This design comes from an exercise in tuning for small area, a short achievable clock period and few clock cycles per item on the open sky130 flow, not from production work. In this exercise RTL edits were held to simulation tests only and were not proved equivalent to the original.

==> design/flow/design.v <==
module register_2bits(clk, reset_n, d, q);
	input clk, reset_n;
	input [1:0] d;
	output reg [1:0] q;
	always @(posedge clk or negedge reset_n)
	begin
		if(reset_n == 0)
			q <= 2'b0;
		else
			q <= d;
	end
endmodule
module register_5bits(clk, reset_n, en, d, q);
	input clk, reset_n, en;
	input [4:0] d;
	output reg [4:0] q;
	always @(posedge clk or negedge reset_n)
	begin
		if(reset_n == 0)
			q <= 4'b0;
		else if (en == 1)
			q <= d;
		else
			q <= q;
	end
endmodule
module register_64bits(clk, reset_n, en, d, q);
	input clk, reset_n, en;
	input [63:0] d;
	output reg [63:0] q;
	always @(posedge clk or negedge reset_n)
	begin
		if(reset_n == 0)
			q <= 64'b0;
		else if (en == 1)
			q <= d;
		else
			q <= q;
	end
endmodule
module register_65bits(clk, reset_n, en, d, q);
	input clk, reset_n, en;
	input [64:0] d;
	output reg [64:0] q;
	always @(posedge clk or negedge reset_n)
	begin
		if(reset_n == 0)
			q <= 65'b0;
		else if (en == 1)
			q <= d;
		else
			q <= q;
	end
endmodule
module register_128bits(clk, reset_n, en, d, q);
	input clk, reset_n, en;
	input [127:0] d;
	output reg [127:0] q;
	always @(posedge clk or negedge reset_n)
	begin
		if(reset_n == 0)
			q <= 128'b0;
		else if (en == 1)
			q <= d;
		else
			q <= q;
	end
endmodule
module state_count_output_controler(op_start, count, q, d, nextCount, countEnabler, op_done);
	input op_start;
	input [4:0] count;
	input [1:0] q;
	output [1:0] d;
	output [4:0]nextCount;
	output countEnabler, op_done;
	parameter IDLE = 2'b00;
	parameter CALCULATING = 2'b01;
	parameter DONE = 2'b10;
	wire finish;
	reg [1:0] d;
	assign finish = count[0] & count[1] & count[2] & count[3] & count[4];
	always @(q, op_start, finish)
	casex({q, op_start, finish})
		4'b0000 : d <= IDLE;
		4'b0010 : d <= CALCULATING;
		4'b00x1 : d <= DONE;	 
		4'b01X0 : d <= CALCULATING;
		4'b01X1 : d <= DONE;
		4'b10XX : d <= DONE;
		default : d <= 2'bxx;	 
	endcase
	assign op_done = q[1];
	assign nextCount = count + 1;
	assign countEnabler = ~q[1] & q[0];
endmodule 
module multiplier_multiplicand_controler(op, shiftedMultiplicand,
		multiplierStart, multiplierIn, multiplierEnabler, multiplierOut,
		multiplicandStart, multiplicandIn, multiplicandEnabler, multiplicandOut);
	input [1:0] op;
	output reg [127:0] shiftedMultiplicand;
	input [63:0] multiplierStart;
	input [64:0] multiplierIn;
	output [64:0] multiplierOut;
	output multiplierEnabler;
	input [63:0] multiplicandStart;
	input [63:0] multiplicandIn;
	output [63:0] multiplicandOut;
	output multiplicandEnabler;
	wire [64:0] multiplicandMinus;	 
	parameter IDLE = 2'b00;
	parameter CALCULATING = 2'b01;
	parameter DONE = 2'b10;
	assign multiplicandMinus = -{multiplicandIn[63],multiplicandIn};
	always @(*)
	case (multiplierIn[2:0])
		3'b000 : shiftedMultiplicand <= 128'b0;
		3'b001 : shiftedMultiplicand <= {multiplicandIn[63],multiplicandIn[63],multiplicandIn,62'b0};
		3'b010 : shiftedMultiplicand <= {multiplicandIn[63],multiplicandIn[63],multiplicandIn,62'b0};
		3'b011 : shiftedMultiplicand <= {multiplicandIn[63],multiplicandIn,63'b0};		
		3'b100 : shiftedMultiplicand <= {multiplicandMinus,63'b0};		
		3'b101 : shiftedMultiplicand <= {multiplicandMinus[64],multiplicandMinus,62'b0};		
		3'b110 : shiftedMultiplicand <= {multiplicandMinus[64],multiplicandMinus,62'b0};	
		3'b111 : shiftedMultiplicand <= 128'b0;
	endcase
	assign multiplierOut = op == IDLE ? { multiplierStart, 1'b0 } :
								  op == CALCULATING ? { multiplierIn[64],multiplierIn[64],multiplierIn[64:2] } :	 
								  multiplierIn;
	assign multiplierEnabler = ~op[1];	 
	assign multiplicandOut = op == IDLE ? multiplicandStart : multiplicandIn;
	assign multiplicandEnabler = ~(op[1] | op[0]);	 
endmodule 
module result_controler(op, shiftedNumber, resultIn, resultOut, resultEnabler);
	input [1:0] op;
	input [127:0] shiftedNumber, resultIn;
	output [127:0] resultOut;
	output resultEnabler;
	parameter IDLE = 2'b00;
	parameter CALCULATING = 2'b01;
	parameter DONE = 2'b10;
	assign resultEnabler = ~op[1] & op[0];
	assign resultOut = shiftedNumber + { resultIn[127],resultIn[127],resultIn[127:2] };	 
endmodule 
module booth_multiplier(clk, reset_n, multiplier, multiplicand, op_start, op_clear, result, op_done);
	input clk, reset_n, op_start, op_clear;
	input [63:0] multiplier, multiplicand;
	output op_done;
	output [127:0] result;
	wire compounded_reset_n, en_cntr, en_mltr, en_mltd, en_res;
	wire [1:0] op, nextOp;
	wire [4:0] counter, nextCounter;
	wire [63:0] mltd, nextMltd;
	wire [64:0] mltr, nextMltr;
	wire [127:0] shiftedNumber, nextResult;
	assign compounded_reset_n = ~op_clear & reset_n;
	register_2bits R0_state (.clk(clk), .reset_n(compounded_reset_n), .d(nextOp), .q(op));
	register_5bits R1_count (.clk(clk), .reset_n(compounded_reset_n), .en(en_cntr), .d(nextCounter), .q(counter));
	register_64bits R2_multiplicand (.clk(clk), .reset_n(compounded_reset_n), .en(en_mltd), .d(nextMltd), .q(mltd));
	register_65bits R3_multiplier (.clk(clk), .reset_n(compounded_reset_n), .en(en_mltr), .d(nextMltr), .q(mltr));
	register_128bits R4_result(.clk(clk), .reset_n(compounded_reset_n), .en(en_res), .d(nextResult), .q(result));
	state_count_output_controler U0_state_count_output_controler(.op_start(op_start), .count(counter), .q(op), .d(nextOp), .nextCount(nextCounter), .countEnabler(en_cntr), .op_done(op_done));
	multiplier_multiplicand_controler U1_multiplier_multiplicand_controler (.op(op), .shiftedMultiplicand(shiftedNumber),
		.multiplierStart(multiplier), .multiplierIn(mltr), .multiplierEnabler(en_mltr), .multiplierOut(nextMltr),
		.multiplicandStart(multiplicand), .multiplicandIn(mltd), .multiplicandEnabler(en_mltd), .multiplicandOut(nextMltd));
	result_controler U2_result_controler(.op(op), .shiftedNumber(shiftedNumber), .resultIn(result), .resultOut(nextResult), .resultEnabler(en_res));
endmodule 
==> design/flow/run.sh <==
#!/bin/bash
# synth_recipe.tcl (not shown) runs the flow's synth.tcl, then flattens the netlist and writes it again
# the make line also repeats each setting of config.mk as NAME=value (left out here)
make -C /OpenROAD-flow-scripts/flow DESIGN_CONFIG=/design/flow/config.mk WORK_HOME=/design/flow/orfs CLKGATE_MAP_FILE= SYNTH_SCRIPT=/design/flow/synth_recipe.tcl finish
==> design/flow/config.mk <==
export PLATFORM = sky130hd
export DESIGN_NAME = booth_multiplier
export DESIGN_NICKNAME = booth_multiplier
export VERILOG_FILES = /design/flow/design.v
export SDC_FILE = /design/flow/constraint.sdc
export NUM_CORES = 4
export LEC_CHECK = 0
export CAP_MARGIN = 20
export CORE_MARGIN = 2
export CORE_UTILIZATION = 40
export SLEW_MARGIN = 20
==> design/flow/constraint.sdc <==
create_clock -name core_clock -period 6.0 [get_ports {clk}]
set_input_delay 1.2000 -clock core_clock [delete_from_list [all_inputs] [get_ports {clk}]]
set_output_delay 1.2000 -clock core_clock [all_outputs]
set_load 0.01 [all_outputs]
==> notes.md <==
leading register cell type out of synthesis dfrtp_1; wire length of the first global-routing pass 92.9 mm; Max Transition Viols Final 0; Rel. slew slack 27.1%; initial antenna violation count 1; sequential fraction of the synthesis area 36.2%; Core Box Area 45200 um2; number of enable-type register cells in the synthesized netlist 0; Met1 Routed Length 23.9 mm; worst reg-to-reg setup slack 430 ps; launch instance of the worst min-delay path R4_result.q[7]$_DFFE_PN0P_; fraction of the mapped netlist area in adder cells 4.88%; clk latency of the worst-skew pair 560 ps; Layout Nets 2542; Slew @ Worst Pin 1090 ps; overall overflow remaining after global route 0; synthesized area 18200 um2; worst hold slack across all endpoints 477 ps; post-route minimum period 5570 ps; Avg WL per Cell 19.7 um; Final setup viols 0; area taken by multi-input logic gates 10600 um2; vias in the first global route 16300; RD Place Congestion 0.923; Top Ports 261; number of violations of the max-capacitance limit 0; FF-to-FF End R4_result.q[122]$_DFFE_PN0P_; class of the most critical setup path reg -> reg; post-synthesis compound-gate area fraction 20.7%; largest net degree at the start of global routing 141; residual DRC count 0; DR pass1 iterations 6; number of sinks driven by the clock tree 264; fin crit share 92.8%; per-instance average area after synthesis 8.29 um2; H-tree depth reported by CTS 2; fmax 180 MHz; Mapped Cells 2202; Reg2Reg Depth 20; data required time of the worst path 6400 ps; share of final-layout standard cells stronger than drive strength 1 9.43%; Met2 Wirelength 28.1 mm; Die ar. 47300 um2; Root Buffer clkbuf_16; die extent in x 218 um; wire length after detailed routing 58.4 mm; endpoint of the worst hold-timing path R4_result.q[5]$_DFFE_PN0P_; Layout area overhead 21.9%; flop and latch count out of synthesis 264; CTS tree built; via density per instance 5.58; hold violation total from the final report 0; dominant combinational cell family by area after synthesis compound AO/OA/AOI/OAI gates; Inserted Clock Buffers 34; number of synthesis warnings 7; synthesized net count 2403; critical path startpoint category register; length of routed met3 wiring 4.29 mm; async set-reset flop share out of synthesis 100%; number of cells on the worst hold path 2; type of the tightest min-delay check reg -> reg; highest metal layer with signal wires met5; Setup Skew 29.2 ps; vertical die dimension 218 um; number of routed nets with antenna violations 0; multiplexer fraction of the synthesized cell area 7.78%; post-synthesis share of cell area spent on xor and xnor gates 5.56%; Tot GR Track Use 24.8%; Reg clk slew, reported paths 60 ps; count of fill cells added during filler insertion 4367; launch point of the worst reg-to-reg path R2_multiplicand.q[8]$_DFFE_PN0P_; row count 78; Cell variety after synth 81; CP max FO 9; run status no timing/DRC/antenna violations; number of buffers on the longest clock path 3; total via count in the routed design 16500; kind of end point of the critical path register; critical path arrival 5970 ps; post-detail-place hpwl 43.1 mm; port buffer count 260; starting utilization of the core area 40.4%; fraction of the mapped netlist area in simple logic gates 18.7%; DR iter-0 viols 1339; sequential cell area in the final layout 6620 um2
## final cells by class
class,instances,share of cell area (%)
Multi-Input combinational cell,1709,47.6
Sequential cell,264,29.8
Timing Repair Buffer,313,13.7
Clock buffer,45,4.33
Tap cell,600,3.38
Clock inverter,15,0.923
Inverter,19,0.321
Antenna cell,1,0.0113
## synthesized netlist by cell type, types with 5 or more instances
cell type  number  area, um2
nand2_1       437       1640
dfrtp_1       264       6610
o21ai_0       260       1300
a21oi_1       145        726
nor2_1        138        518
clkbuf_1      120        450
mux2i_1        72        721
ha_1           68        851
buf_4          62        465
mux2_2         62        698
xnor2_1        60        526
xor2_1         54        473
a21o_1         44        330
nor3_1         35        175
nand3_1        33        165
inv_1          16       60.1
nand4_1        16        100
o22ai_1        16        100
a221oi_1       15        131
a22oi_1        15        113
buf_1          15       56.3
o21a_1         15        113
o21bai_1       14        105
a31oi_1        13       81.3
and3_1         12       75.1
nor2b_1        12       75.1
o211ai_1       12       90.1
a211oi_1       10       75.1
nor4_1         10       62.6
buf_2           9       45.0
or3_1           9       56.3
nand2b_1        8       50.1
a311oi_1        7       61.3
o2bb2ai_1       7       61.3
and2_1          5       31.3
and4_1          5       43.8
nor3_2          5       50.1
o221ai_1        5       43.8
or2_2           5       31.3
or4_1           5       37.5
## registers in the layout, indices dropped and copies added (netlist names)
register,cells
R0_state.q,2
R1_count.q,5
R2_multiplicand.q,64
R3_multiplier.q,65
R4_result.q,128
## placed cells by master (no fill, tap or decap), types with 13 or more instances in the layout
| cell type | n |
|---|---|
| nand2_1 | 437 |
| dfrtp_1 | 261 |
| clkdlybuf4s50_1 | 260 |
| o21ai_0 | 259 |
| a21oi_1 | 145 |
| nor2_1 | 135 |
| mux2i_1 | 72 |
| ha_1 | 68 |
| mux2_2 | 62 |
| xnor2_1 | 60 |
| xor2_1 | 54 |
| buf_4 | 50 |
| a21o_1 | 44 |
| clkbuf_16 | 34 |
| nor3_1 | 33 |
| nand3_1 | 33 |
| o22ai_1 | 16 |
| inv_1 | 16 |
| nand4_1 | 16 |
| a22oi_1 | 15 |
| a221oi_1 | 15 |
| o21a_1 | 15 |
| o21bai_1 | 14 |
| a31oi_1 | 13 |
## worst max-delay path, cell delays in order (launching register included)
cell,delay (ps)
dfrtp_1,500
nor4_4,320
nand2b_2,150
or4_1,680
or3_1,420
or3_1,370
xnor2_1,140
o21ai_0,160
o211ai_1,110
a21oi_1,230
ha_1,360
a21o_1,210
a21o_1,160
a21oi_1,220
nor2_1,60
a2111oi_0,370
o31a_1,310
o21a_1,250
o21ai_0,140
xnor2_1,160
o21ai_0,100
## per-layer routing
metal	vias to the layer above	track usage, %
li1	7982	-
met1	7876	30.4
met2	578	41.9
met3	107	5.76
met4	2	9.70
met5	-	0
## worst max-delay path by stage
stage	start	to	slack, ps	cells past startpoint
floorplan	reset_n	R0_state.q[0]$_DFF_PN0_	-540	1
global placement	R2_multiplicand.q[22]$_DFFE_PN0P_	R4_result.q[112]$_DFFE_PN0P_	390	20
detailed placement	R2_multiplicand.q[22]$_DFFE_PN0P_	R4_result.q[127]$_DFFE_PN0P_	200	20
CTS	R2_multiplicand.q[22]$_DFFE_PN0P_	R4_result.q[127]$_DFFE_PN0P_	190	20
global route	R2_multiplicand.q[20]$_DFFE_PN0P_	R4_result.q[116]$_DFFE_PN0P_	-3	20
finish	R2_multiplicand.q[8]$_DFFE_PN0P_	R4_result.q[122]$_DFFE_PN0P_	430	20
## cell families (layout without fill, tap and decap cells)
kind of cell	count (synthesis)	in the layout
flops	264	264
fa+ha+maj	71	71
buf+inv	229	392
compound gates	628	628
mux	134	134
other cells	0	1
simple gates	761	761
xor+xnor	115	115
## stage by stage
step	util (%)	TNS, ps	area [um2]	setup slack (ps)	std cells
CTS	49.1	0	22200	193	2965
global placement	46.5	0	21000	386	2905
global route	49.2	-3.08	22200	-3.08	2965
floorplan	-	-141550	18300	-536	2202
detailed placement	46.5	0	21000	201	2905
finish	49.2	0	22200	434	2966
## timing repair
action,in CTS,in global routing
setup buffers,0,0
setup endpoints to repair,0,15
endpoints found under the hold margin,0,0
gates resized for setup,0,10
hold buffers,0,0
Testbench counts, summed over its fixed seeds: cycles 16,800, items 480.

[separate check: timing with driven ports]
In the flow no input, the clock included, has a driving cell. The finished layout below was timed again as built, in two steps.
Step 1 sets driving cells, clkbuf_16 on the clock port and buf_2 on the other inputs (assumed; they add their load-dependent delay and slew).
Step 2, shift: input delay + t, output delay - t, t = (earliest + latest rising clock arrival at the registers) / 2. This alone moves slack from input paths to output paths.
Slacks: ideal ports / drivers / drivers and shift; pairs: ideal ports / drivers.
t (ns): 0.607
slack for setup (ns): 0.434 / 0.434 / 0.434
hold WS [ns]: 0.477 / 0.477 / 0.477
After both steps this run still meets setup and hold. For this run, drivers alone change the setup slack by 0.000 ns; drivers and shift together by 0.000 ns.
